This is an optimization exercise on Yosys and OpenROAD, whose aim is small area, a short achievable clock period and few clock cycles, not a production implementation. Function was not checked in any run shown here: the RTL went through the layout flow alone.

[design/flow/config.mk]
export PLATFORM = sky130hd
export DESIGN_NAME = Single_Reduction
export DESIGN_NICKNAME = Single_Reduction
export VERILOG_FILES = /design/flow/design.v
export SDC_FILE = /design/flow/constraint.sdc
export NUM_CORES = 4
export LEC_CHECK = 0
export ABC_AREA = 1
export CAP_MARGIN = 20
export CORE_MARGIN = 2
export CORE_UTILIZATION = 40
export SLEW_MARGIN = 20
[design/flow/design.v]
module msb_pos(x, pos);
input [31:0] x;
output [4:0] pos;
reg [2:0] in_byte [0:3];
integer g, i;
always @(*)
begin
	for (g = 0; g < 4; g = g + 1)
	begin
		in_byte[g] = 3'd0;
		for (i = 0; i < 8; i = i + 1)
			if (x[8*g+i]) in_byte[g] = i;
	end
end
wire [3:0] nz = {|x[31:24], |x[23:16], |x[15:8], |x[7:0]};
wire [1:0] top = nz[3] ? 2'd3 : nz[2] ? 2'd2 : nz[1] ? 2'd1 : 2'd0;
assign pos = {top, in_byte[top]};
endmodule
module div_align(rem, dvs, dvs_aligned, digits);
input [31:0] rem, dvs;
output [31:0] dvs_aligned;
output [3:0] digits;         
wire [4:0] msb_r, msb_d;
msb_pos pr(rem, msb_r);
msb_pos pd(dvs, msb_d);
wire [4:0] shift = (msb_r > msb_d) ? (msb_r - msb_d) : 5'd0;
assign dvs_aligned = dvs << {shift[4:1], 1'b0};
assign digits = shift[4:1];
endmodule
module div_step(rem, dvs, ge, rem_next);
input [31:0] rem, dvs;
output [2:0] ge;                     
wire [1:0] digit;
output [31:0] rem_next;
wire [33:0] b1 = {2'b00, dvs};
wire [33:0] b2 = {1'b0, dvs, 1'b0};
wire [34:0] d1 = {3'b000, rem} - {1'b0, b1};
wire [34:0] d2 = {3'b000, rem} - {1'b0, b2};
wire [34:0] ca = {3'b000, rem};
wire [34:0] cb = ~{1'b0, b1};
wire [34:0] cc = ~{1'b0, b2};
wire [34:0] cs_s = ca ^ cb ^ cc;
wire [34:0] cs_c = (ca & cb) | (ca & cc) | (cb & cc);
wire [35:0] d3w = {cs_s, 1'b1} + {cs_c[33:0], 1'b1, 1'b1};
wire [34:0] d3 = d3w[35:1];
wire ge1 = ~d1[34];
wire ge2 = ~d2[34];
wire ge3 = ~d3[34];
assign digit = ge3 ? 2'd3 : ge2 ? 2'd2 : ge1 ? 2'd1 : 2'd0;
assign ge = {ge3, ge2, ge1};
assign rem_next = ge3 ? d3[31:0] : ge2 ? d2[31:0] : ge1 ? d1[31:0] : rem;
endmodule
module acc_digit(acc, pos, ge1, ge2, ge3, acc_next);
input [31:0] acc;
input [3:0] pos;
input ge1, ge2, ge3;
output [31:0] acc_next;
wire [15:0] at = 16'd1 << pos;      
reg [15:0] above;                   
reg [15:0] run;                     
integer k;
always @(*)
begin
	above[0] = 1'b0;
	for (k = 1; k < 16; k = k + 1)
		above[k] = above[k-1] | at[k-1];
	run[0] = 1'b1;
	for (k = 1; k < 16; k = k + 1)
		run[k] = run[k-1] & (~above[k-1] | (acc[2*k-1] & acc[2*k-2]));
end
wire [1:0] pair = acc[2*pos +: 2];
wire cout = (ge1 & pair[1] & pair[0]) | (ge2 & pair[1]) | (ge3 & (pair[1] | pair[0]));
wire odd = ge1 & ~ge2 | ge3;
wire lo = pair[0] ? ~odd : odd;
wire hi_flip = ge2 ? ~(odd & pair[0]) : (odd & pair[0]);
wire hi = pair[1] ? ~hi_flip : hi_flip;
genvar g;
generate
	for (g = 0; g < 16; g = g + 1)
	begin : grp
		wire c = cout & run[g] & above[g];
		assign acc_next[2*g]   = at[g] ? lo : (c ? ~acc[2*g] : acc[2*g]);
		assign acc_next[2*g+1] = at[g] ? hi : ((c & acc[2*g]) ? ~acc[2*g+1] : acc[2*g+1]);
	end
endgenerate
endmodule
module Single_Reduction(sum,page_rank,out_deg,clk,reset,start,new_sum,done);
input [31:0] sum;
input [31:0] page_rank;
input [31:0] out_deg;
input clk;
input reset;
input start;
output reg [31:0] new_sum;
output reg [0:0] done;
localparam S_IDLE = 2'd0, S_ALIGN = 2'd1, S_ITER = 2'd2;
reg [1:0] state;
reg [31:0] rem;      
reg [31:0] dvs;      
reg [3:0] cnt;       
wire [31:0] dvs_aligned;
wire [3:0] digits;
wire [2:0] ge;
wire [31:0] rem_next;
wire [31:0] acc_next;
div_align al(rem, dvs, dvs_aligned, digits);
div_step st(rem, dvs, ge, rem_next);
acc_digit ac(new_sum, cnt, ge[0], ge[1], ge[2], acc_next);
always @(posedge clk, negedge reset)
begin
	if (!reset)
	begin
		state <= S_IDLE;
		done <= 1'b0;
	end
	else
	begin
		done <= 1'b0;
		case (state)
		S_IDLE: if (start) state <= S_ALIGN;
		S_ALIGN: state <= S_ITER;
		S_ITER: if (cnt == 4'd0)
		begin
			state <= S_IDLE;
			done <= 1'b1;
		end
		default: state <= S_IDLE;
		endcase
	end
end
always @(posedge clk)
begin
	case (state)
	S_IDLE:
	begin
		rem <= page_rank;
		dvs <= out_deg;
		new_sum <= sum;
	end
	S_ALIGN:
	begin
		dvs <= dvs_aligned;
		cnt <= digits;
	end
	default:
	begin
		rem <= rem_next;
		dvs <= {2'b00, dvs[31:2]};
		new_sum <= acc_next;
		cnt <= cnt - 4'd1;
	end
	endcase
end
endmodule
[design/flow/standard.sh]
#!/bin/bash
# synth_recipe.tcl (not shown) runs the flow's synth.tcl, then flattens the netlist and writes it again
# the make line also repeats each setting of config.mk as NAME=value (left out here)
make -C /OpenROAD-flow-scripts/flow DESIGN_CONFIG=/design/flow/config.mk WORK_HOME=/design/flow/orfs CLKGATE_MAP_FILE= SYNTH_SCRIPT=/design/flow/synth_recipe.tcl "${@:-finish}"
[design/flow/flow/run.sh]
#!/bin/bash
# Layout flow: the standard flow (standard.sh), with the standard synthesis unchanged, and two
# changes to the layout steps:
#  - the port buffers are sky130_fd_sc_hd__buf_1 (the default pick is a slow delay buffer);
#  - repair_timing works to a setup slack margin, so that it sizes and buffers the critical
#    paths although the 15 ns clock leaves them slack. The SDC and clock period are unchanged.
# Each step's full output goes to a log of its own here; ORFS keeps per-stage logs under orfs/logs.
set -uo pipefail
MARGIN=10.4
bash standard.sh synth > synth.log 2>&1 || exit 1
bash standard.sh BUFFER_PORTS_ARGS="-buffer_cell sky130_fd_sc_hd__buf_1" SETUP_SLACK_MARGIN=$MARGIN finish > layout.log 2>&1 || exit 1
[design/flow/constraint.sdc]
create_clock -name core_clock -period 15.0 [get_ports {clk}]
set_input_delay 3.0000 -clock core_clock [delete_from_list [all_inputs] [get_ports {clk}]]
set_output_delay 3.0000 -clock core_clock [all_outputs]
set_load 0.01 [all_outputs]
==> results of run 1 <==
==> per-layer routing <==
layer | track usage [%] | wire length, um | vias up
met5 | 0 | 0 | -
met3 | 4.42 | 4350 | 106
li1 | - | - | 7611
met2 | 47.4 | 24400 | 768
met4 | 10.3 | 1780 | 0
met1 | 38.4 | 22900 | 7202
==> per-stage QoR <==
stage               setup WS [ns]  area (um^2)  utilization (%)
floorplan                   10.69        13900                -
global placement            10.02        14800             43.0
detailed placement           9.97        14800             43.0
CTS                         10.41        15200             44.1
global route                10.28        15600             45.2
finish                      10.65        15600             45.2
==> worst max-delay path: stages (launching register included) <==
cell,delay (ns)
dfxtp_1,0.35
inv_1,0.32
fa_1,0.50
ha_1,0.39
nand2_1,0.09
nor2_1,0.15
nand4_1,0.15
nor2_1,0.12
nand2_1,0.07
nand3_1,0.20
nand2_1,0.08
nand2_1,0.12
buf_4,0.50
nand2_1,0.12
nand2_2,0.25
nand3_1,0.13
nor2_2,0.15
nand3_1,0.10
nand2_1,0.08
nand2_1,0.07
nor2_1,0.12
==> repair_timing <==
action / 4_1_cts / 5_1_grt
setup buffers: 3 / 21
pin swaps: 0 / 2
gates resized for setup: 11 / 33
hold endpoints to repair: 0 / 0
setup endpoints to repair: 37 / 70
gates cloned: 2 / 4
==> flip-flops by register name, indices dropped and copies added, names as in the netlist <==
name,cells
cnt,4
done,1
dvs,32
new_sum,32
rem,32
state,2
==> area by class of cell <==
class	count	area [um^2]
fill	3789	18900
multi-input combinational	1775	10100
sequential	103	2760
inverter	238	927
timing repair buffer	170	882
tap	455	569
clock buffer	9	225
clock inverter	7	72.6
timing repair inverter	3	20.0
==> cell usage after synthesis (6+ instances only) <==
master and n:
o21ai_0 139, nand3b_1 8, or2_2 9, nand3_1 172, xnor2_1 28, nand4_1 21, a21oi_1 206, o21a_1 11
nor3_1 31, o22ai_1 8, ha_1 105, a22oi_1 25, o211ai_1 17, o21ai_1 13, nand2_1 598, fa_1 35
nor2_1 194, clkbuf_1 31, a21o_1 14, edfxtp_1 68, nor4_1 8, dfxtp_1 32, a21oi_2 10, xor2_1 38
inv_1 230, o21bai_1 16, o221ai_1 17, nor2_2 10, a31oi_1 6, buf_2 20
==> worst max path at each step <==
| stage | start | end | slack, ns | depth (start not counted) |
|---|---|---|---|---|
| after CTS | dvs[23] | dvs[13] | 10.41 | 24 |
| after detailed placement | rem[26] | dvs[28] | 9.97 | 21 |
| after floorplan | dvs[7] | rem[10] | 10.69 | 14 |
| final | dvs[9] | new_sum[29] | 10.65 | 20 |
| after global routing | dvs[9] | new_sum[15] | 10.28 | 18 |
| after global placement | rem[26] | dvs[28] | 10.02 | 21 |
==> logic make-up after synthesis <==
| kind of cell | Yosys count | synth area share (%) |
|---|---|---|
| AND/OR/NAND/NOR | 1067 | 32.2 |
| AO/OA/AOI/OAI | 502 | 20.9 |
| buffers and inverters | 302 | 8.61 |
| adder cells (fa/ha/maj) | 140 | 14.5 |
| flip-flops | 103 | 19.8 |
| XOR/XNOR | 66 | 4.15 |
==> layout by cell type, fill, tap and decap left out, types with 7 or more instances in the layout <==
cell type / netlist / routed
o211ai_1: 17 / 17
nand3b_1: 8 / 8
o21ai_0: 139 / 136
clkbuf_16: 0 / 12
a21oi_1: 206 / 204
nor2_1: 194 / 188
or2_2: 9 / 9
nand2_1: 598 / 597
nor2_2: 10 / 10
o21ai_1: 13 / 16
a21o_1: 14 / 14
edfxtp_1: 68 / 68
xor2_1: 38 / 38
o21bai_1: 16 / 16
clkinvlp_4: 0 / 12
inv_2: 4 / 8
nor2_4: 1 / 7
a22oi_1: 25 / 25
o21a_1: 11 / 11
nand4_1: 21 / 21
buf_4: 5 / 32
buf_1: 5 / 131
o221ai_1: 17 / 17
inv_1: 230 / 219
dfxtp_1: 32 / 32
fa_1: 35 / 35
nand3_1: 172 / 170
xnor2_1: 28 / 28
o22ai_1: 8 / 8
ha_1: 105 / 105
nor3_1: 31 / 29
a21oi_2: 10 / 11
==> results.py, run 1 <==
metrics = {
    "clocking": {
        "cts_hold_buf": 0,
        "clk_pin_slew_ns": 0.09,
        "numCtsBuffers": 9,
        "clk_latency_ns": 0.40,
        "htree_levels": 3,
        "cts_tree": "yes",
        "clock_sinks": 103,
        "ctsRootBufferMaster": "clkbuf_16",
        "clock_path_buffers": 2,
    },
    "placed_design": {
        "dp_cells": 2714,
        "dp_hpwl_um": 41600,
        "gp_congestion": 0.988,
        "port_buffers": 131,
    },
    "hold_path": {
        "min-delay-start": "dvs[8]",
        "min_to": "dvs[6]",
        "min_path_cells": 2,
        "hp-class": "register to register",
    },
    "run_status": {
        "status": "complete, no violations",
    },
    "synthesis": {
        "async_flop_share_pct": 2.91,
        "ys_ff_latch": 103,
        "syn_area_per_cell_um2": 6.39,
        "ys_warn_count": 4,
        "synth_edf_count": 68,
        "synthesis.area_um2": 13900,
        "syn_inst": 2180,
        "ys.flop_type": "edfxtp_1",
        "yosysSeqAreaShare_pct": 19.8,
        "synth_top_area_share_pct": 16.1,
        "synthTopCellsByArea": "nand2_1 (16%), edfxtp_1 (15%), ha_1 (9.4%)",
        "synth_cell_type_count": 55,
        "yosysTopAreaCell": "nand2_1",
        "syn-num-nets": 2419,
    },
    "routing": {
        "dr.first_iter.drc_count": 1599,
        "antenna_left": 0,
        "vias_per_cell": 5.68,
        "avgRoutedWirePerCell_um": 19.3,
        "drt-pass1-iter-count": 6,
        "vias": 15687,
        "drc": 0,
        "drt-total-wl_um": 53400,
    },
    "sta": {
        "relSlewSlack_pct": 33.7,
        "period_share_pct": 29.0,
        "hold_viol": 0,
        "slew_violations": 0,
        "rsz0062_at_grt": "true",
        "worst_pin_slew_ns": 0.992,
        "clock.fmax_ghz": 0.230,
        "min_period_ns": 4.35,
        "fin_setup_tns_ns": 0,
        "finClkSkew_ns": 0.0179,
        "whs_ns": 0.547,
        "finalSetupViolCount": 0,
    },
    "floorplan": {
        "io_pins": 132,
        "design.core.area_um2": 34500,
        "rows": 68,
        "dieWidth_um": 191,
        "die_y_um": 191,
        "initial_core_util_pct": 40.5,
        "dieArea_um2": 36400,
    },
    "critical_path": {
        "cp.required_ns": 15.12,
        "reg2regPathDepth": 20,
        "crit_arrival_ns": 4.46,
        "reg2reg_setup_slack_ns": 10.65,
        "path_class": "register to register",
        "worst_setup_path_end_kind": "register",
        "start_kind": "register",
        "worstReg2RegStart": "dvs[9]",
        "r2r_end": "new_sum[29]",
        "cp_max_fo": 41,
    },
    "global_routing": {
        "grt_max_degree": 60,
        "gr-total-overflow": 0,
        "groute.usage.overall_pct": 28.9,
        "antenna_found_initial": 0,
        "grt_pass1_wl_um": 81200,
        "grt_pass1_vias": 14677,
    },
    "cells_and_area": {
        "nets": 2539,
        "instances_no_fill": 2760,
        "syn2layout_area_growth_pct": 11.6,
        "diodes": 0,
        "layout-drive-gt1-share_pct": 5.77,
    },
    "run": {
        "cap_violations": 0,
    },
}
==> run 2: changes to the inputs <==
--- a/design/flow/flow/run.sh
+++ b/design/flow/flow/run.sh
@@ -7,5 +7,5 @@
 # Each step's full output goes to a log of its own here; ORFS keeps per-stage logs under orfs/logs.
 set -uo pipefail
-MARGIN=10.4
+MARGIN=10.6
 bash standard.sh synth > synth.log 2>&1 || exit 1
 bash standard.sh BUFFER_PORTS_ARGS="-buffer_cell sky130_fd_sc_hd__buf_1" SETUP_SLACK_MARGIN=$MARGIN finish > layout.log 2>&1 || exit 1
==> run 2 against run 1 <==
  * Non-clock buffer count grew 22
  * Sequential share of layout area fell by 0.33 points
  * Utilization rose by 0.86 points
  * Register-to-register slack improved by 0.02 ns
  * Maximum frequency rose by 0.37%
  * Die area did not move
  * Critical path depth grew 5
==> results.py, run 2 <==
metrics = {
    "cells_and_area": {
        "diodes": 0,
        "finish.instance_area_um2": 15900,
        "largestRegisters": "dvs x32, new_sum x32, rem x32",
        "final_common_cell": "nand2_1",
        "n_fill_cell": 3759,
        "mostFrequentLayoutCells": "nand2_1 (594), inv_1 (216), a21oi_1 (203), nor2_1 (187), nand3_1 (168)",
        "layout-drive-gt1-share_pct": 7.26,
        "instances_no_fill": 2783,
        "syn2layout_area_growth_pct": 13.8,
        "nets": 2562,
    },
    "synthesis": {
        "synth_cell_type_count": 55,
        "syn_inst": 2180,
        "synth_top_area_share_pct": 16.1,
        "ys.flop_type": "edfxtp_1",
        "async_flop_share_pct": 2.91,
        "yosysSeqAreaShare_pct": 19.8,
        "syn-num-nets": 2419,
        "ys_warn_count": 4,
        "synthesis.area_um2": 13900,
        "yosysTopAreaCell": "nand2_1",
        "synth_common_cells": "nand2_1 (598), inv_1 (230), a21oi_1 (206)",
        "syn_area_per_cell_um2": 6.39,
        "ys_ff_latch": 103,
        "yosysMostFrequentCell": "nand2_1",
        "synthTopCellsByArea": "nand2_1 (16%), edfxtp_1 (15%), ha_1 (9.4%)",
        "synth_edf_count": 68,
    },
    "sta": {
        "whs_ns": 0.543,
        "finalSetupViolCount": 0,
        "min_period_ns": 4.33,
        "period_share_pct": 28.9,
        "slew_violations": 0,
        "worst_pin_slew_ns": 1.01,
        "fin_setup_tns_ns": 0,
        "relSlewSlack_pct": 32.8,
        "rsz0062_at_grt": "true",
        "finClkSkew_ns": 0.0217,
        "hold_viol": 0,
        "clock.fmax_ghz": 0.231,
    },
    "critical_path": {
        "worstReg2RegStart": "rem[11]",
        "worst_setup_path_end_kind": "register",
        "cp.required_ns": 15.33,
        "crit_arrival_ns": 4.66,
        "reg2reg_setup_slack_ns": 10.67,
        "path_class": "register to register",
        "reg2regPathDepth": 25,
        "start_kind": "register",
        "r2r_end": "dvs[21]",
        "cp_max_fo": 15,
    },
    "clocking": {
        "clk_pin_slew_ns": 0.10,
        "cts_tree": "yes",
        "numCtsBuffers": 9,
        "ctsRootBufferMaster": "clkbuf_16",
        "htree_levels": 3,
        "clock_path_buffers": 2,
        "clk_latency_ns": 0.40,
        "clock_sinks": 103,
    },
    "placed_design": {
        "port_buffers": 131,
        "dp_hpwl_um": 41600,
        "placed_area_um2": 14800,
        "gp_congestion": 0.988,
        "dp_cells": 2714,
    },
    "routing": {
        "antenna_left": 0,
        "vias_per_cell": 5.67,
        "drt-total-wl_um": 54100,
        "vias": 15773,
        "dr.first_iter.drc_count": 1814,
        "avgRoutedWirePerCell_um": 19.4,
        "drc": 0,
        "drt-pass1-iter-count": 6,
    },
    "global_routing": {
        "groute.usage.overall_pct": 29.0,
        "top_usage_layer": "met2",
        "grt_util_met3_pct": 4.75,
        "antenna_found_initial": 0,
        "grt_pass1_wl_um": 81600,
        "gr-usage-met2_pct": 47.5,
        "grt_pass1_vias": 14757,
        "gr-total-overflow": 0,
        "grt_use_met1_pct": 38.5,
        "grt_max_degree": 56,
    },
    "hold_path": {
        "hp-class": "register to register",
        "min_to": "dvs[6]",
        "min-delay-start": "dvs[8]",
        "min_path_cells": 2,
    },
    "floorplan": {
        "design.core.area_um2": 34500,
        "io_pins": 132,
        "rows": 68,
        "die_y_um": 191,
        "initial_core_util_pct": 40.5,
        "dieWidth_um": 191,
        "dieArea_um2": 36400,
    },
    "run_status": {
        "status": "complete, no violations",
    },
    "run": {
        "cap_violations": 0,
    },
}
run 2: critical path: stages, from the launching register on:
cell,delay (ns)
edfxtp_1,0.51
nor4_1,0.47
nand2_1,0.20
inv_1,0.14
nor3_1,0.07
a2111oi_1,0.41
a21oi_1,0.16
ha_1,0.31
nand2_1,0.06
clkinv_1,0.08
a21oi_2,0.17
nor2_1,0.07
nor2_2,0.13
o21bai_4,0.14
nand3_4,0.17
buf_12,0.18
clkinvlp_4,0.16
nand2_1,0.12
nand2_1,0.06
nand2_1,0.06
nand2_1,0.07
nor2_1,0.19
nand2_1,0.10
nand2_1,0.10
nand2_1,0.06
nand2_1,0.08
run 2: what timing repair did:
item                                    CTS  global route
cloned                                    3             6
hold endpoints to repair                  0             0
endpoints found under the setup margin   66           115
pin swaps                                 0             9
hold buffers                              0             0
resized for setup                        22            58
buffers inserted                         10            34
run 2: worst max path at each step:
stage,slack [ns],cells past startpoint,startpoint,endpoint
2_1_floorplan,10.69,14,dvs[7],rem[10]
3_3_place_gp,10.02,21,rem[26],dvs[28]
3_5_place_dp,9.97,21,rem[26],dvs[28]
4_1_cts,10.62,25,rem[26],dvs[14]
5_1_grt,10.40,28,dvs[21],dvs[21]
6_report,10.67,25,rem[11],dvs[21]
run 2: per-layer routing:
metal | vias up | share of wire (%)
li1 | 7665 | -
met1 | 7275 | 43
met2 | 724 | 46
met3 | 109 | 7.9
met4 | 0 | 3.5
met5 | - | 0
run 2: cell type report:
class | instances | area (um^2) | area share (%)
inverter | 238 | 937 | 5.91
clock buffer | 9 | 225 | 1.42
multi-input combinational | 1776 | 10200 | 64.2
sequential | 103 | 2760 | 17.4
clock inverter | 7 | 72.6 | 0.458
tap | 455 | 569 | 3.59
timing repair buffer | 192 | 1090 | 6.87
timing repair inverter | 3 | 20.0 | 0.126
run 2: kinds of logic (layout without fill, tap and decap cells):
group	Yosys count	count (layout)	share of synthesized area, %
flip-flops	103	103	19.8
AND/OR/NAND/NOR	1067	1068	32.2
buffers and inverters	302	449	8.61
AO/OA/AOI/OAI	502	502	20.9
adder cells (fa/ha/maj)	140	140	14.5
XOR/XNOR	66	66	4.15
run 2: metrics by stage:
step	setup WS, ns	utilization, %
6_report	10.67	46.0
5_1_grt	10.40	46.0
4_1_cts	10.62	44.5
3_5_place_dp	9.97	43.0
3_3_place_gp	10.02	43.0
2_1_floorplan	10.69	-
==> run 3: changes to the inputs <==
--- a/design/flow/design.v
+++ b/design/flow/design.v
@@ -2,18 +2,27 @@
 input [31:0] x;
 output [4:0] pos;
-reg [2:0] in_byte [0:3];
-integer g, i;
+reg [31:0] t;                
+integer i, s;
 always @(*)
 begin
-	for (g = 0; g < 4; g = g + 1)
-	begin
-		in_byte[g] = 3'd0;
-		for (i = 0; i < 8; i = i + 1)
-			if (x[8*g+i]) in_byte[g] = i;
+	t = x;
+	for (s = 1; s < 32; s = s * 2)
+		for (i = 0; i < 32; i = i + 1)
+			if (i + s < 32) t[i] = t[i] | x[i+s] | t[i+s];
+end
+wire [31:0] first = t & ~{1'b0, t[31:1]};    
+genvar b;
+generate
+	for (b = 0; b < 5; b = b + 1)
+	begin : enc
+		wire [31:0] m;
+		genvar k;
+		for (k = 0; k < 32; k = k + 1)
+		begin : sel
+			assign m[k] = ((k >> b) & 1) ? first[k] : 1'b0;
+		end
+		assign pos[b] = |m;
 	end
-end
-wire [3:0] nz = {|x[31:24], |x[23:16], |x[15:8], |x[7:0]};
-wire [1:0] top = nz[3] ? 2'd3 : nz[2] ? 2'd2 : nz[1] ? 2'd1 : 2'd0;
-assign pos = {top, in_byte[top]};
+endgenerate
 endmodule
 module div_align(rem, dvs, dvs_aligned, digits);
@@ -25,5 +34,8 @@
 msb_pos pd(dvs, msb_d);
 wire [4:0] shift = (msb_r > msb_d) ? (msb_r - msb_d) : 5'd0;
-assign dvs_aligned = dvs << {shift[4:1], 1'b0};
+wire [31:0] sh2 = shift[1] ? {dvs[29:0], 2'b00} : dvs;
+wire [31:0] sh4 = shift[2] ? {sh2[27:0], 4'h0} : sh2;
+wire [31:0] sh8 = shift[3] ? {sh4[23:0], 8'h00} : sh4;
+assign dvs_aligned = shift[4] ? {sh8[15:0], 16'h0000} : sh8;
 assign digits = shift[4:1];
 endmodule
==> design/flow/flow/run.sh (replaced) <==
#!/bin/bash
# Layout flow: the standard flow (standard.sh), with the standard synthesis unchanged, and two
# changes to the layout steps:
#  - the port buffers are sky130_fd_sc_hd__buf_2 (the default pick is a slow delay buffer);
#  - repair_timing works to a setup slack margin, so that it sizes and buffers the critical
#    paths although the 15 ns clock leaves them slack. The SDC and clock period are unchanged.
# Each step's full output goes to a log of its own here; ORFS keeps per-stage logs under orfs/logs.
set -uo pipefail
MARGIN=10
bash standard.sh synth > synth.log 2>&1 || exit 1
bash standard.sh BUFFER_PORTS_ARGS="-buffer_cell sky130_fd_sc_hd__buf_2" SETUP_SLACK_MARGIN=$MARGIN finish > layout.log 2>&1 || exit 1
==> run 3 against run 2 <==
  * Still clean
  * Design area rose by 4.5%
  * Sequential share of layout area is 0.49 points lower
  * Die area is 5.2% higher
  * Cell count is 5.7% higher
  * Non-clock buffer count decreased by 12
  * Critical path type unchanged
  * Critical endpoint is now dvs[16]
  * Largest cell class unchanged
  * Highest routed layer unchanged
==> results.py, run 3 <==
metrics = {
    "critical_path": {
        "reg2reg_setup_slack_ns": 10.23,
        "cp_max_fo": 18,
        "worst_setup_path_end_kind": "register",
        "start_kind": "register",
        "cpLargestDelayFamily": "simple AND/OR/NAND/NOR gates",
        "path_class": "register to register",
        "path_buf_inv": 6,
        "cp.required_ns": 15.34,
        "cpMaxStageDelayCell": "edfxtp_1",
        "critical_path.max_stage_delay_ns": 0.49,
        "crit_arrival_ns": 5.11,
        "crit_top_cell": "inv_1",
    },
    "global_routing": {
        "gr-total-overflow": 0,
        "grt_use_met1_pct": 41.7,
        "grt_pass1_vias": 16032,
        "top_usage_layer": "met2",
        "grt_max_degree": 53,
        "groute.usage.overall_pct": 30.5,
        "grt_pass1_wl_um": 90000,
        "gr-usage-met2_pct": 48.5,
        "grt_util_met3_pct": 3.89,
        "antenna_found_initial": 0,
    },
    "sta": {
        "slew_violations": 0,
        "rsz0062_at_grt": "true",
        "whs_ns": 0.534,
        "finClkSkew_ns": 0.0175,
        "period_share_pct": 31.8,
        "worst_pin_slew_ns": 0.875,
        "fin_setup_tns_ns": 0,
        "relSlewSlack_pct": 41.2,
        "clock.fmax_ghz": 0.209,
        "min_period_ns": 4.77,
        "hold_viol": 0,
        "finalSetupViolCount": 0,
    },
    "synthesis": {
        "synthesis.area_um2": 14700,
        "synth_common_cells": "nand2_1 (620), nor2_1 (260), inv_1 (254)",
        "ys_ff_latch": 103,
        "yosysTopAreaCell": "nand2_1",
        "syn-num-nets": 2569,
        "synthTopCellsByArea": "nand2_1 (16%), edfxtp_1 (15%), ha_1 (9.0%)",
        "synth_top_area_share_pct": 15.9,
        "yosysMostFrequentCell": "nand2_1",
        "syn_inst": 2329,
        "ys.flop_type": "edfxtp_1",
        "syn_area_per_cell_um2": 6.30,
        "yosysSeqAreaShare_pct": 19.1,
        "synth_edf_count": 72,
        "async_flop_share_pct": 2.91,
        "ys_warn_count": 3,
        "synth_cell_type_count": 60,
    },
    "cells_and_area": {
        "final_common_cell": "nand2_1",
        "largestRegisters": "dvs x32, new_sum x32, rem x32",
        "final_util_pct": 45.6,
        "nets": 2710,
        "syn2layout_area_growth_pct": 12.9,
        "n_fill_cell": 3948,
        "diodes": 0,
        "layout-drive-gt1-share_pct": 12.1,
        "mostFrequentLayoutCells": "nand2_1 (618), nor2_1 (253), inv_1 (247), a21oi_1 (200), o21ai_0 (163)",
    },
    "clocking": {
        "htree_levels": 3,
        "ctsRootBufferMaster": "clkbuf_16",
        "clock_path_buffers": 2,
        "cts_hold_buf": 0,
        "clock_sinks": 103,
        "cts_tree": "yes",
        "numCtsBuffers": 9,
        "clk_pin_slew_ns": 0.09,
        "clk_latency_ns": 0.40,
    },
    "placed_design": {
        "dp_hpwl_um": 46300,
        "gp_congestion": 1.01,
        "port_buffers": 131,
    },
    "routing": {
        "drc": 0,
        "vias_per_cell": 5.72,
        "vias": 16820,
        "antenna_left": 0,
        "avgRoutedWirePerCell_um": 20.0,
        "drt-total-wl_um": 58700,
        "dr.first_iter.drc_count": 1686,
        "drt-pass1-iter-count": 6,
    },
    "floorplan": {
        "initial_core_util_pct": 40.4,
        "rows": 70,
        "dieWidth_um": 196,
        "io_pins": 132,
        "die_y_um": 196,
        "design.core.area_um2": 36300,
        "dieArea_um2": 38200,
    },
    "hold_path": {
        "hp-class": "register to register",
    },
    "run_status": {
        "status": "complete, no violations",
    },
    "run": {
        "cap_violations": 0,
    },
}
## run 3: cell types whose count changed in the layout (fill, tap and decap cells not counted), sizes merged, moves of 9 or more
cell / previous run / this run
nor2: 206 / 281
inv: 229 / 262
nand2: 603 / 636
o21ai: 153 / 176
a21oi: 216 / 204
nand4: 23 / 34
clkinvlp: 15 / 6
## run 3: path summary, 6_finish.rpt
kind	from	depth (start not counted)	to
setup / recovery	rem[30]	29	dvs[16]
hold / removal	state[0]	1	done
setup reg to reg	rem[30]	29	dvs[16]
hold reg to reg	state[0]	1	done
max in group asynchronous	reset	1	state[0]
min in group asynchronous	reset	1	done
## run 3: stage by stage
step / cell area, um^2 / cells / worst slack [ns]
after floorplan: 14700 / 2329 / 10.60
after global placement: 15800 / 2885 / 9.49
after detailed placement: 15800 / 2885 / 9.36
after CTS: 16300 / 2915 / 10.02
after global routing: 16600 / 2943 / 9.97
final: 16600 / 2943 / 10.23
## run 3: what timing repair did
item / CTS / global route
cloned: 6 / 1
gates resized for setup: 15 / 37
endpoints found under the setup margin: 69 / 70
buffers inserted: 8 / 27
pin swaps: 4 / 9
## run 3: cell type report
cell class,instances,area (um^2),share of cell area [%]
inverter,269,1040,6.28
clock buffer,9,225,1.36
multi-input combinational,1905,10800,65.0
clock inverter,7,86.3,0.521
sequential,103,2800,16.9
timing repair inverter,2,15.0,0.0906
timing repair buffer,180,1050,6.36
tap,468,586,3.53
## run 3: cell families (layout without fill, tap and decap cells)
group / count (synthesis) / count (layout) / synth area share [%]
compound gates: 502 / 502 / 19.6
xor+xnor: 65 / 65 / 3.88
fa+ha+maj: 141 / 141 / 13.8
buf+inv: 326 / 467 / 8.69
flops: 103 / 103 / 19.1
simple gates: 1192 / 1197 / 35.0
## run 3: layer usage
layer / up-vias / share of wire [%]
met5: - / 0
met4: 0 / 3.7
met3: 122 / 7.7
met2: 717 / 44
met1: 7844 / 44
li1: 8137 / -
==> run 4: changes to the inputs <==
--- a/design/flow/design.v
+++ b/design/flow/design.v
@@ -2,40 +2,40 @@
 input [31:0] x;
 output [4:0] pos;
-reg [31:0] t;                
-integer i, s;
-always @(*)
-begin
-	t = x;
-	for (s = 1; s < 32; s = s * 2)
-		for (i = 0; i < 32; i = i + 1)
-			if (i + s < 32) t[i] = t[i] | x[i+s] | t[i+s];
-end
-wire [31:0] first = t & ~{1'b0, t[31:1]};    
-genvar b;
+wire [15:0] v1; wire [15:0] p1;
+wire [7:0] v2;  wire [15:0] p2;
+wire [3:0] v3;  wire [11:0] p3;
+wire [1:0] v4;  wire [7:0] p4;
+genvar i;
 generate
-	for (b = 0; b < 5; b = b + 1)
-	begin : enc
-		wire [31:0] m;
-		genvar k;
-		for (k = 0; k < 32; k = k + 1)
-		begin : sel
-			assign m[k] = ((k >> b) & 1) ? first[k] : 1'b0;
-		end
-		assign pos[b] = |m;
+	for (i = 0; i < 16; i = i + 1)
+	begin : l1
+		assign v1[i] = x[2*i+1] | x[2*i];
+		assign p1[i] = x[2*i+1];
+	end
+	for (i = 0; i < 8; i = i + 1)
+	begin : l2
+		assign v2[i] = v1[2*i+1] | v1[2*i];
+		assign p2[2*i+1:2*i] = v1[2*i+1] ? {1'b1, p1[2*i+1]} : {1'b0, p1[2*i]};
+	end
+	for (i = 0; i < 4; i = i + 1)
+	begin : l3
+		assign v3[i] = v2[2*i+1] | v2[2*i];
+		assign p3[3*i+2:3*i] = v2[2*i+1] ? {1'b1, p2[4*i+3:4*i+2]} : {1'b0, p2[4*i+1:4*i]};
+	end
+	for (i = 0; i < 2; i = i + 1)
+	begin : l4
+		assign v4[i] = v3[2*i+1] | v3[2*i];
+		assign p4[4*i+3:4*i] = v3[2*i+1] ? {1'b1, p3[6*i+5:6*i+3]} : {1'b0, p3[6*i+2:6*i]};
 	end
 endgenerate
+assign pos = v4[1] ? {1'b1, p4[7:4]} : {1'b0, p4[3:0]};
 endmodule
-module div_align(rem, dvs, dvs_aligned, digits);
-input [31:0] rem, dvs;
+module div_align(msb_r, msb_d, dvs, dvs_aligned, digits);
+input [4:0] msb_r, msb_d;
+input [31:0] dvs;
 output [31:0] dvs_aligned;
 output [3:0] digits;         
-wire [4:0] msb_r, msb_d;
-msb_pos pr(rem, msb_r);
-msb_pos pd(dvs, msb_d);
 wire [4:0] shift = (msb_r > msb_d) ? (msb_r - msb_d) : 5'd0;
-wire [31:0] sh2 = shift[1] ? {dvs[29:0], 2'b00} : dvs;
-wire [31:0] sh4 = shift[2] ? {sh2[27:0], 4'h0} : sh2;
-wire [31:0] sh8 = shift[3] ? {sh4[23:0], 8'h00} : sh4;
-assign dvs_aligned = shift[4] ? {sh8[15:0], 16'h0000} : sh8;
+assign dvs_aligned = dvs << {shift[4:1], 1'b0};
 assign digits = shift[4:1];
 endmodule
@@ -111,4 +111,5 @@
 reg [31:0] dvs;      
 reg [3:0] cnt;       
+reg [4:0] msb_r, msb_d;    
 wire [31:0] dvs_aligned;
 wire [3:0] digits;
@@ -116,5 +117,8 @@
 wire [31:0] rem_next;
 wire [31:0] acc_next;
-div_align al(rem, dvs, dvs_aligned, digits);
+wire [4:0] msb_pr, msb_od;
+msb_pos mp(page_rank, msb_pr);
+msb_pos md(out_deg, msb_od);
+div_align al(msb_r, msb_d, dvs, dvs_aligned, digits);
 div_step st(rem, dvs, ge, rem_next);
 acc_digit ac(new_sum, cnt, ge[0], ge[1], ge[2], acc_next);
@@ -149,4 +153,6 @@
 		dvs <= out_deg;
 		new_sum <= sum;
+		msb_r <= msb_pr;
+		msb_d <= msb_od;
 	end
 	S_ALIGN:
==> run 4 against run 3 <==
  * Area after synthesis down 4.0%
  * Maximum frequency up 4.9%
  * Highest routed layer unchanged
==> results.py, run 4 <==
metrics = {
    "floorplan": {
        "io_pins": 132,
        "rows": 68,
        "dieArea_um2": 36800,
        "design.core.area_um2": 34600,
        "die_y_um": 192,
        "initial_core_util_pct": 40.7,
        "dieWidth_um": 192,
    },
    "sta": {
        "slew_violations": 0,
        "finClkSkew_ns": 0.0147,
        "fin_setup_tns_ns": 0,
        "relSlewSlack_pct": 37.0,
        "finalSetupViolCount": 0,
        "clock.fmax_ghz": 0.220,
        "min_period_ns": 4.55,
        "hold_viol": 0,
        "whs_ns": 0.508,
        "rsz0062_at_grt": "false",
        "period_share_pct": 30.3,
        "worst_pin_slew_ns": 0.944,
    },
    "clocking": {
        "htree_levels": 4,
        "ctsRootBufferMaster": "clkbuf_16",
        "cts_setup_buffers": 0,
        "clk_pin_slew_ns": 0.05,
        "cts_tree": "yes",
        "clk_latency_ns": 0.44,
        "cts_resized": 0,
        "clock_sinks": 113,
        "numCtsBuffers": 17,
        "clock_path_buffers": 2,
        "cts_hold_buf": 0,
    },
    "cells_and_area": {
        "nets": 2511,
        "syn2layout_area_growth_pct": 12.2,
        "largestRegisters": "dvs x32, new_sum x32, rem x32",
        "layout-drive-gt1-share_pct": 8.97,
        "final_common_cell": "nand2_1",
        "instances_no_fill": 2741,
        "mostFrequentLayoutCells": "nand2_1 (565), inv_1 (260), a21oi_1 (226), nor2_1 (189), o21ai_0 (174)",
        "n_fill_cell": 3674,
    },
    "synthesis": {
        "synth_top_area_share_pct": 16.6,
        "ys.flop_type": "edfxtp_1",
        "synthesis.area_um2": 14100,
        "syn-num-nets": 2413,
        "synth_edf_count": 78,
        "synth_top_family_by_area": "simple AND/OR/NAND/NOR gates",
        "synth_compound_area_share_pct": 21.9,
        "yosysMostFrequentCell": "nand2_1",
        "synth_common_cells": "nand2_1 (565), inv_1 (261), a21oi_1 (227)",
        "ys_warn_count": 2,
        "syn_inst": 2174,
        "synth-adder-area-share_pct": 14.3,
        "yosysSeqAreaShare_pct": 21.7,
        "synth_mux_area_share_pct": 0.0710,
        "ys_ff_latch": 113,
        "syn_area_per_cell_um2": 6.49,
        "async_flop_share_pct": 2.65,
        "synthTopCellsByArea": "edfxtp_1 (17%), nand2_1 (15%), ha_1 (9.3%)",
        "yosys.area_share.simple_pct": 29.2,
        "synth_cell_type_count": 51,
        "synth_xor_area_share_pct": 3.85,
        "yosysTopAreaCell": "edfxtp_1",
    },
    "routing": {
        "drc": 0,
        "avgRoutedWirePerCell_um": 19.0,
        "vias": 15393,
        "drt-total-wl_um": 52000,
        "dr.first_iter.drc_count": 1403,
        "vias_per_cell": 5.62,
        "antenna_left": 0,
        "drt-pass1-iter-count": 6,
    },
    "global_routing": {
        "antenna_found_initial": 1,
        "groute.usage.overall_pct": 28.3,
        "grt_max_degree": 78,
        "grt_pass1_vias": 14667,
        "grt_pass1_wl_um": 80300,
        "gr-total-overflow": 0,
    },
    "critical_path": {
        "path_class": "register to register",
        "crit_arrival_ns": 4.85,
        "worst_setup_path_end_kind": "register",
        "start_kind": "register",
        "cp.required_ns": 15.30,
        "cp_max_fo": 21,
    },
    "placed_design": {
        "dp_hpwl_um": 41600,
        "port_buffers": 131,
        "dp_cells": 2708,
        "gp_congestion": 0.942,
    },
    "run": {
        "cap_violations": 0,
    },
    "run_status": {
        "status": "complete, no violations",
    },
    "hold_path": {
        "hp-class": "register to register",
    },
}
[run 4: cell types whose count changed in the layout (fill, tap and decap cells not counted), moves of 10 or more]
cell / previous run / this run
nand3_1: 158 / 128
nand2_1: 618 / 565
inv_1: 247 / 260
buf_4: 45 / 10
o21ai_0: 163 / 174
a21oi_1: 200 / 226
o211ai_1: 19 / 29
nor2_4: 14 / 4
nand4_1: 32 / 19
nor2_1: 253 / 189
[run 4: logic make-up (layout without fill, tap and decap cells)]
family                     Yosys count  in the layout
and+or+nand+nor                    982            982
AOI/OAI and AO/OA                  546            546
buffers and inverters              330            441
adders and majority gates          140            140
DFF                                113            113
xor gates and xnor gates            62             62
muxes                                1              1
other                                0              1
[run 4: worst paths after layout]
path,end,startpoint,depth (start not counted),slack [ns]
setup / recovery,new_sum[7],dvs[11],16,10.45
hold / removal,dvs[17],dvs[19],2,0.51
setup reg to reg,new_sum[7],dvs[11],16,10.45
hold reg to reg,dvs[17],dvs[19],2,0.51
max in group asynchronous,state[1],reset,1,12.53
min in group asynchronous,done,reset,1,2.35
[run 4: cell type report]
class                      instances  area (um^2)  area share, %
inverter                         267         1000           6.33
sequential                       113         3060           19.3
multi-input combinational       1731         9800           61.9
timing repair buffer             142          758           4.79
clock inverter                    11          185           1.17
tap                              455          569           3.60
antenna                            1         2.50         0.0158
clock buffer                      21          450           2.85
[run 4: worst max-delay path, stage by stage (launching register included)]
cell,delay [ns]
dfxtp_1,0.31
inv_1,0.26
fa_1,0.48
ha_1,0.38
a21oi_1,0.22
o21ai_0,0.13
a21oi_1,0.17
nand3_2,0.17
nand2_1,0.10
nand2_1,0.06
inv_1,0.68
nand2_1,0.12
ha_1,0.25
xor2_1,0.17
nor2_2,0.64
o21ai_0,0.17
nand2_1,0.09
[run 4: stage by stage]
step / utilization (%) / setup slack [ns] / instance area [um^2]
6_report: 45.7 / 10.45 / 15800
4_1_cts: 45.7 / 10.51 / 15800
3_3_place_gp: 43.8 / 10.39 / 15200
5_1_grt: 45.7 / 10.11 / 15800
3_5_place_dp: 43.9 / 10.31 / 15200
2_1_floorplan: - / 10.91 / 14100
[run 4: layer usage]
layer  share of wire (%)  routed length, um  vias to the layer above  global-route usage, %
li1                    -                  -                     7556                      -
met1                  44              23000                     7146                   37.6
met2                  45              23500                      597                   46.3
met3                 6.7               3470                       94                   3.89
met4                 3.8               2000                        0                   11.4
met5                   0                  0                        -                      0
==> run 5: changes to the inputs <==
==> design/flow/design.v (replaced) <==
module msb_pos(x, pos);
input [31:0] x;
output reg [4:0] pos;
integer i;
always @(*)
begin
	pos = 5'd0;
	for (i = 0; i < 32; i = i + 1)
		if (x[i]) pos = i;
end
endmodule
module div_align(rem, dvs, dvs_aligned, digits);
input [31:0] rem, dvs;
output [31:0] dvs_aligned;
output [3:0] digits;         
wire [4:0] msb_r, msb_d;
msb_pos pr(rem, msb_r);
msb_pos pd(dvs, msb_d);
wire [4:0] shift = (msb_r > msb_d) ? (msb_r - msb_d) : 5'd0;
assign dvs_aligned = dvs << {shift[4:1], 1'b0};
assign digits = shift[4:1];
endmodule
module div_step(rem, dx, qhi, qlo, rem_next, dx_next);
input [32:0] rem;
input [31:0] dx;
output qhi, qlo;
output [32:0] rem_next;
output [31:0] dx_next;
wire sub1 = ~rem[32];
wire [35:0] r1w = {{2{rem[32]}}, rem, 1'b1} + {{2{sub1}}, dx, sub1, sub1};
wire [34:0] r1 = r1w[35:1];
assign qhi = ~r1[34];
wire sub2 = ~r1[34];
wire [31:0] b2x = dx ^ {32{sub1 ^ sub2}};
wire [35:0] r2w = {r1, 1'b1} + {{3{sub2}}, b2x, sub2};
wire [34:0] r2 = r2w[35:1];
assign qlo = ~r2[34];
assign rem_next = r2[32:0];
wire [31:0] dvs = dx ^ {32{sub1}};
assign dx_next = {2'b00, dvs[31:2]} ^ {32{qlo}};
endmodule
module acc_digit(acc, pos, qhi, qlo, acc_next);
input [31:0] acc;
input [3:0] pos;
input qhi, qlo;
output [31:0] acc_next;
wire [15:0] at = 16'd1 << pos;      
reg [15:0] above;                   
reg [15:0] run;                     
integer k;
always @(*)
begin
	above[0] = 1'b0;
	for (k = 1; k < 16; k = k + 1)
		above[k] = above[k-1] | at[k-1];
	run[0] = 1'b1;
	for (k = 1; k < 16; k = k + 1)
		run[k] = run[k-1] & (~above[k-1] | (acc[2*k-1] & acc[2*k-2]));
end
wire [1:0] pair = acc[2*pos +: 2];
wire c_hi = qhi & pair[1];                        
wire c_lo = pair[1] & pair[0] | qhi & (pair[1] | pair[0]);    
wire cout = qlo ? c_lo : c_hi;
wire lo = qlo ? ~pair[0] : pair[0];
wire h0 = pair[1] ^ qhi;                          
wire h1 = pair[1] ^ qhi ^ pair[0];                
wire hi = qlo ? h1 : h0;
genvar g;
generate
	for (g = 0; g < 16; g = g + 1)
	begin : grp
		wire c = cout & run[g] & above[g];
		assign acc_next[2*g]   = at[g] ? lo : (c ? ~acc[2*g] : acc[2*g]);
		assign acc_next[2*g+1] = at[g] ? hi : ((c & acc[2*g]) ? ~acc[2*g+1] : acc[2*g+1]);
	end
endgenerate
endmodule
module Single_Reduction(sum,page_rank,out_deg,clk,reset,start,new_sum,done);
input [31:0] sum;
input [31:0] page_rank;
input [31:0] out_deg;
input clk;
input reset;
input start;
output reg [31:0] new_sum;
output reg [0:0] done;
localparam S_IDLE = 2'd0, S_ALIGN = 2'd1, S_ITER = 2'd2;
reg [1:0] state;
reg [32:0] rem;      
reg [31:0] dx;       
reg [3:0] cnt;       
wire [31:0] dvs_aligned;
wire [3:0] digits;
wire qhi, qlo;
wire [32:0] rem_next;
wire [31:0] acc_next;
wire [31:0] dx_next;
div_align al(rem[31:0], dx, dvs_aligned, digits);
div_step st(rem, dx, qhi, qlo, rem_next, dx_next);
acc_digit ac(new_sum, cnt, qhi, qlo, acc_next);
always @(posedge clk, negedge reset)
begin
	if (!reset)
	begin
		state <= S_IDLE;
		done <= 1'b0;
	end
	else
	begin
		done <= 1'b0;
		case (state)
		S_IDLE: if (start) state <= S_ALIGN;
		S_ALIGN: state <= S_ITER;
		S_ITER: if (cnt == 4'd0)
		begin
			state <= S_IDLE;
			done <= 1'b1;
		end
		default: state <= S_IDLE;
		endcase
	end
end
always @(posedge clk)
begin
	case (state)
	S_IDLE:
	begin
		rem <= {1'b0, page_rank};
		dx <= out_deg;
		new_sum <= sum;
	end
	S_ALIGN:
	begin
		dx <= ~dvs_aligned;
		cnt <= digits;
	end
	default:
	begin
		rem <= rem_next;
		dx <= dx_next;
		new_sum <= acc_next;
		cnt <= cnt - 4'd1;
	end
	endcase
end
endmodule
==> run 5 against run 4 <==
  * Design area shrank 1.3%
  * Area after synthesis down 15%
  * Die area fell by 14%
  * Sequential cell count down 9
  * Worst hold slack improved by 0.089 ns
  * Register-to-register slack worse by 0.50 ns
  * Sequential share of layout area shrank 1.4 points
  * Critical path type unchanged
==> results.py, run 5 <==
metrics = {
    "synthesis": {
        "synth_edf_count": 69,
        "synthTopCellsByArea": "edfxtp_1 (17%), nand2_1 (15%), ha_1 (8.3%)",
        "ys_warn_count": 3,
        "yosysSeqAreaShare_pct": 23.2,
        "yosysTopAreaCell": "edfxtp_1",
        "synth_cell_type_count": 64,
        "syn-num-nets": 2015,
        "ys.flop_type": "edfxtp_1",
        "async_flop_share_pct": 2.88,
        "synth_top_area_share_pct": 17.2,
        "synthesis.area_um2": 12000,
        "syn_area_per_cell_um2": 6.56,
        "ys_ff_latch": 104,
        "synth_common_cells": "nand2_1 (483), inv_1 (245), o21ai_0 (152)",
        "syn_inst": 1833,
        "yosysMostFrequentCell": "nand2_1",
    },
    "global_routing": {
        "gr-total-overflow": 0,
        "grt_pass1_vias": 12654,
        "grt_pass1_wl_um": 68400,
        "groute.usage.overall_pct": 28.2,
        "grt_max_degree": 63,
        "antenna_found_initial": 1,
    },
    "sta": {
        "fin_setup_tns_ns": 0,
        "whs_ns": 0.597,
        "finalWorstSetupSlack_ns": 9.95,
        "min_period_ns": 5.05,
        "period_share_pct": 33.7,
        "clock.fmax_ghz": 0.198,
        "finClkSkew_ns": 0.0113,
        "rsz0062_at_grt": "true",
        "slew_violations": 0,
        "worst_pin_slew_ns": 0.778,
        "hold_viol": 0,
        "finalSetupViolCount": 0,
        "relSlewSlack_pct": 47.7,
    },
    "routing": {
        "wl_met2_um": 21300,
        "vias": 13479,
        "dr_wl_met3_um": 3060,
        "dr.first_iter.drc_count": 1269,
        "antenna_left": 0,
        "drc": 0,
        "avgRoutedWirePerCell_um": 18.7,
        "dr.max_layer_used": "met4",
        "vias_per_cell": 5.50,
        "drt-pass1-iter-count": 5,
        "wl_met1_um": 19400,
        "drt-total-wl_um": 45900,
    },
    "critical_path": {
        "cp.required_ns": 15.14,
        "cpMaxStageDelayCell": "edfxtp_1",
        "crit_top_cell": "o21ai_4",
        "cpLargestDelayFamily": "compound AO/OA/AOI/OAI gates",
        "path_buf_inv": 6,
        "crit_arrival_ns": 5.19,
        "r2r_end": "new_sum[3]",
        "path_class": "register to register",
        "worst_setup_path_end_kind": "register",
        "start_kind": "register",
        "critical_path.max_stage_delay_ns": 0.44,
        "worstReg2RegStart": "rem[32]",
        "cp_max_fo": 7,
        "reg2regPathDepth": 29,
        "reg2reg_setup_slack_ns": 9.95,
    },
    "cells_and_area": {
        "largest_register_ffs": 33,
        "final_util_pct": 52.7,
        "layout-drive-gt1-share_pct": 27.0,
        "top_register": "rem",
        "largestRegisters": "rem x33, dx x32, new_sum x32",
        "n_fill_cell": 2930,
        "final_common_cell": "nand2_1",
        "mostFrequentLayoutCells": "nand2_1 (454), inv_1 (235), buf_2 (131), buf_4 (115), nor2_1 (112)",
        "nets": 2235,
        "syn2layout_area_growth_pct": 29.9,
        "instances_no_fill": 2449,
    },
    "floorplan": {
        "initial_core_util_pct": 40.6,
        "io_pins": 132,
        "die_y_um": 177,
        "design.core.area_um2": 29600,
        "dieArea_um2": 31500,
        "dieWidth_um": 177,
        "rows": 63,
    },
    "hold_path": {
        "min_path_cells": 1,
        "min_to": "done",
        "min-delay-start": "state[0]",
        "hp-class": "register to register",
    },
    "clocking": {
        "cts_tree": "yes",
        "clock_sinks": 104,
        "ctsRootBufferMaster": "clkbuf_16",
        "clock_path_buffers": 2,
        "numCtsBuffers": 9,
        "htree_levels": 3,
        "clk_pin_slew_ns": 0.09,
        "clk_latency_ns": 0.38,
    },
    "run": {
        "cap_violations": 0,
    },
    "placed_design": {
        "port_buffers": 131,
        "dp_cells": 2300,
        "dp_hpwl_um": 32400,
        "gp_congestion": 0.941,
        "place_ws_ns": 8.31,
    },
    "run_status": {
        "status": "complete, no violations",
    },
}
run 5: cell count changes after synthesis, sizes merged, moves of 10 or more:
cell,before,now
a21oi,228,120
nand2,568,493
nand3,133,77
nor2,200,144
xor2,37,88
fa,35,3
ha,105,80
nor3,33,13
o2111ai,1,18
a31oi,5,19
a21o,16,3
a22oi,22,9
o211ai,29,19
run 5: routing by layer:
layer  up-vias  GRT usage [%]
met5         -              0
met4         0           12.9
met3       109           3.28
met2       522           46.6
met1      6286           36.7
li1       6562              -
run 5: cell type report:
type | instances | area, um^2 | area share, %
multi-input combinational | 1413 | 9160 | 58.7
sequential | 104 | 2800 | 17.9
timing repair buffer | 261 | 1820 | 11.6
inverter | 260 | 1020 | 6.53
tap | 390 | 488 | 3.13
clock buffer | 9 | 225 | 1.44
clock inverter | 7 | 78.8 | 0.505
timing repair inverter | 4 | 23.8 | 0.152
antenna | 1 | 2.50 | 0.0160
run 5: stage by stage:
step | area [um^2]
after floorplan | 12000
after global placement | 13000
after detailed placement | 13000
after CTS | 14300
after global routing | 15600
final | 15600
run 5: worst max path at each step:
| stage | startpoint | end | slack, ns | cells past startpoint |
|---|---|---|---|---|
| finish | rem[32] | new_sum[3] | 9.95 | 29 |
| global route | rem[32] | new_sum[29] | 9.84 | 30 |
| CTS | rem[1] | new_sum[27] | 9.97 | 28 |
| detailed placement | rem[32] | new_sum[12] | 8.31 | 24 |
| global placement | rem[32] | new_sum[10] | 8.40 | 24 |
| floorplan | rem[32] | rem[25] | 10.33 | 35 |
run 5: kinds of logic (layout without fill, tap and decap cells):
group	count (synthesis)	after routing	synth area share, %
other	0	1	0
adder cells (fa/ha/maj)	83	83	8.83
XOR/XNOR	122	122	8.89
multiplexers	2	2	0.167
flip-flops	104	104	23.2
buffers and inverters	323	541	10.5
AO/OA/AOI/OAI	429	429	21.7
AND/OR/NAND/NOR	770	777	26.7
run 5: repair_timing:
| item | CTS | global route |
|---|---|---|
| pin swaps | 41 | 86 |
| setup endpoints to repair | 122 | 107 |
| hold buffers | 0 | 0 |
| gates resized for setup | 105 | 212 |
| cloned | 10 | 3 |
| buffers inserted | 59 | 60 |
==> run 6: changes to the inputs <==
--- a/design/flow/flow/run.sh
+++ b/design/flow/flow/run.sh
@@ -7,5 +7,5 @@
 # Each step's full output goes to a log of its own here; ORFS keeps per-stage logs under orfs/logs.
 set -uo pipefail
-MARGIN=10
+MARGIN=9.5
 bash standard.sh synth > synth.log 2>&1 || exit 1
 bash standard.sh BUFFER_PORTS_ARGS="-buffer_cell sky130_fd_sc_hd__buf_2" SETUP_SLACK_MARGIN=$MARGIN finish > layout.log 2>&1 || exit 1
==> run 6 against run 5 <==
  * Sequential share of layout area is 1.9 points higher
  * Non-clock buffer count down 75
  * First-iteration DRC count is 6.8% lower
  * Register-to-register slack worse by 0.37 ns
  * Maximum frequency fell by 6.7%
  * Design area down 9.8%
  * Largest cell class unchanged
  * Worst setup slack got worse by 0.37 ns
==> results.py, run 6 <==
metrics = {
    "run_status": {
        "status": "complete, no violations",
    },
    "sta": {
        "relSlewSlack_pct": 43.6,
        "finalSetupViolCount": 0,
        "period_share_pct": 36.1,
        "slew_violations": 0,
        "fin_setup_tns_ns": 0,
        "clock.fmax_ghz": 0.185,
        "min_period_ns": 5.42,
        "worst_pin_slew_ns": 0.846,
        "finClkSkew_ns": 0.0143,
        "hold_viol": 0,
        "rsz0062_at_grt": "false",
    },
    "cells_and_area": {
        "final_util_pct": 47.5,
        "syn2layout_area_growth_pct": 17.2,
        "top_register": "rem",
        "layout-drive-gt1-share_pct": 16.5,
        "largest_register_ffs": 33,
        "nets": 2158,
        "final_common_cell": "nand2_1",
        "mostFrequentLayoutCells": "nand2_1 (479), inv_1 (241), o21ai_0 (143), buf_2 (131), nor2_1 (124)",
        "largestRegisters": "rem x33, dx x32, new_sum x32",
    },
    "critical_path": {
        "endpoint": "new_sum[17]",
        "start_kind": "register",
        "critical_path.max_stage_delay_ns": 0.45,
        "path_class": "register to register",
        "crit_path_start": "rem[32]",
        "crit_arrival_ns": 5.56,
        "reg2regPathDepth": 30,
        "cpMaxStageDelayCell": "edfxtp_1",
        "cp_max_fo": 9,
        "reg2reg_setup_slack_ns": 9.58,
        "worst_setup_path_end_kind": "register",
        "r2r_end": "new_sum[17]",
        "cp.required_ns": 15.14,
        "worstReg2RegStart": "rem[32]",
    },
    "run": {
        "cap_violations": 0,
    },
    "synthesis": {
        "yosysSeqAreaShare_pct": 23.2,
        "ys_ff_latch": 104,
        "yosysTopAreaCell": "edfxtp_1",
        "syn_inst": 1833,
        "yosysMostFrequentCell": "nand2_1",
        "async_flop_share_pct": 2.88,
        "syn-num-nets": 2015,
        "ys_warn_count": 3,
        "synth_cell_type_count": 64,
        "ys.flop_type": "edfxtp_1",
        "synthTopCellsByArea": "edfxtp_1 (17%), nand2_1 (15%), ha_1 (8.3%)",
        "synthesis.area_um2": 12000,
        "syn_area_per_cell_um2": 6.56,
        "synth_common_cells": "nand2_1 (483), inv_1 (245), o21ai_0 (152)",
        "synth_edf_count": 69,
        "synth_top_area_share_pct": 17.2,
    },
    "routing": {
        "drt-pass1-iter-count": 7,
        "avgRoutedWirePerCell_um": 18.2,
        "antenna_left": 0,
        "drt-total-wl_um": 43200,
        "vias_per_cell": 5.44,
        "vias": 12905,
        "drc": 0,
        "dr.first_iter.drc_count": 1183,
    },
    "clocking": {
        "cts_tree": "yes",
        "ctsRootBufferMaster": "clkbuf_16",
        "htree_levels": 3,
        "clk_latency_ns": 0.38,
        "clock_sinks": 104,
        "clock_path_buffers": 2,
        "cts_hold_buf": 0,
        "numCtsBuffers": 9,
        "clk_pin_slew_ns": 0.09,
    },
    "global_routing": {
        "grt_pass1_vias": 12119,
        "gr-total-overflow": 0,
        "antenna_found_initial": 1,
        "groute.usage.overall_pct": 27.0,
        "grt_pass1_wl_um": 65600,
        "grt_max_degree": 63,
    },
    "placed_design": {
        "gp_congestion": 0.941,
        "port_buffers": 131,
        "dp_hpwl_um": 32400,
    },
    "floorplan": {
        "dieArea_um2": 31500,
        "initial_core_util_pct": 40.6,
        "dieWidth_um": 177,
        "design.core.area_um2": 29600,
        "io_pins": 132,
        "rows": 63,
        "die_y_um": 177,
    },
    "hold_path": {
        "hp-class": "register to register",
    },
}
run 6: through the flow:
step	cell area [um^2]	hold slack, ns	setup WS (ns)	std cells
after floorplan	12000	0.432	10.33	1833
after global placement	13000	0.555	8.40	2300
after detailed placement	13000	0.566	8.31	2300
after CTS	13600	0.590	9.42	2339
after global routing	14100	0.607	9.43	2371
final	14100	0.598	9.58	2372
run 6: layer usage:
metal | GRT usage, % | vias to the layer above | wire length [um]
met1 | 35.9 | 5939 | 19000
li1 | - | 6413 | -
met5 | 0 | - | 0
met4 | 10.8 | 0 | 1670
met2 | 44.6 | 472 | 19900
met3 | 3.06 | 81 | 2570
run 6: layout make-up:
class	count	area [um^2]
diodes	1	2.50
clock buffers	9	225
clock inverters	7	78.8
fillers	3119	15500
inverters	260	1000
multi-input cells	1413	8360
flip-flops and latches	104	2790
well taps	390	488
repair buffers	186	1130
repair inverters	2	12.5
run 6: what timing repair did:
action,CTS,global route
pin swaps,5,15
hold endpoints to repair,0,0
buffers inserted,18,27
gates cloned,5,5
resized for setup,26,63
endpoints found under the setup margin,106,103
run 6: worst min path at each step:
stage | startpoint | to | slack [ns] | cells after the start
after global routing | state[0] | done | 0.61 | 1
after floorplan | state[0] | done | 0.43 | 1
after CTS | state[0] | done | 0.59 | 1
after detailed placement | state[0] | done | 0.57 | 1
final | state[0] | done | 0.60 | 1
after global placement | state[0] | done | 0.55 | 1
run 6: logic make-up after synthesis:
kind of cell	synth area share (%)
and+or+nand+nor	26.7
AOI/OAI and AO/OA	21.7
buffers and inverters	10.5
xor gates and xnor gates	8.89
DFF	23.2
adders and majority gates	8.83
muxes	0.167
run 6: worst max-delay path, delay by kind of cell (launching register included):
family	cells	cell delay [ns]
flip-flops	1	0.45
AO/OA/AOI/OAI	10	1.72
adder cells (fa/ha/maj)	2	0.60
buffers and inverters	7	1.03
XOR/XNOR	1	0.17
AND/OR/NAND/NOR	10	1.20

what the ideal ports hide:
The flow's constraints put no driver on any port. The routed layouts listed below were extracted and timed again, unchanged, in two steps.
Step 1 (the two cells are an assumption about what drives the block):
set clk [get_ports {clk}]
set_driving_cell -lib_cell sky130_fd_sc_hd__clkbuf_16 $clk
set_driving_cell -lib_cell sky130_fd_sc_hd__buf_2 [delete_from_list [all_inputs] $clk]
Step 2 times the ports against the registers' clock, not the clock port: input delays grow and output delays shrink by t, the midpoint of the rising clock arrivals with the driver on.
a / b / c = no drivers / after step 1 / after step 2; a / b = the first two.
| run | t (ns) | setup slack, ns | latest minus earliest clock arrival (ns) |
|---|---|---|---|
| run 1 | 0.447 | 10.654 / 10.654 / 10.654 | 0.018 / 0.018 |
| run 2 | 0.447 | 10.670 / 10.670 / 10.670 | 0.022 / 0.022 |
| run 3 | 0.447 | 10.226 / 10.226 / 10.226 | 0.017 / 0.017 |
| run 4 | 0.486 | 10.450 / 10.450 / 10.186 | 0.015 / 0.015 |
| run 5 | 0.422 | 9.947 / 9.947 / 9.947 | 0.011 / 0.011 |
| run 6 | 0.421 | 9.582 / 9.582 / 9.582 | 0.015 / 0.014 |
After both steps setup and hold are still met in every run listed. For run 4, which loses most, drivers alone change the setup slack by 0.000 ns; drivers and shift together by -0.264 ns.
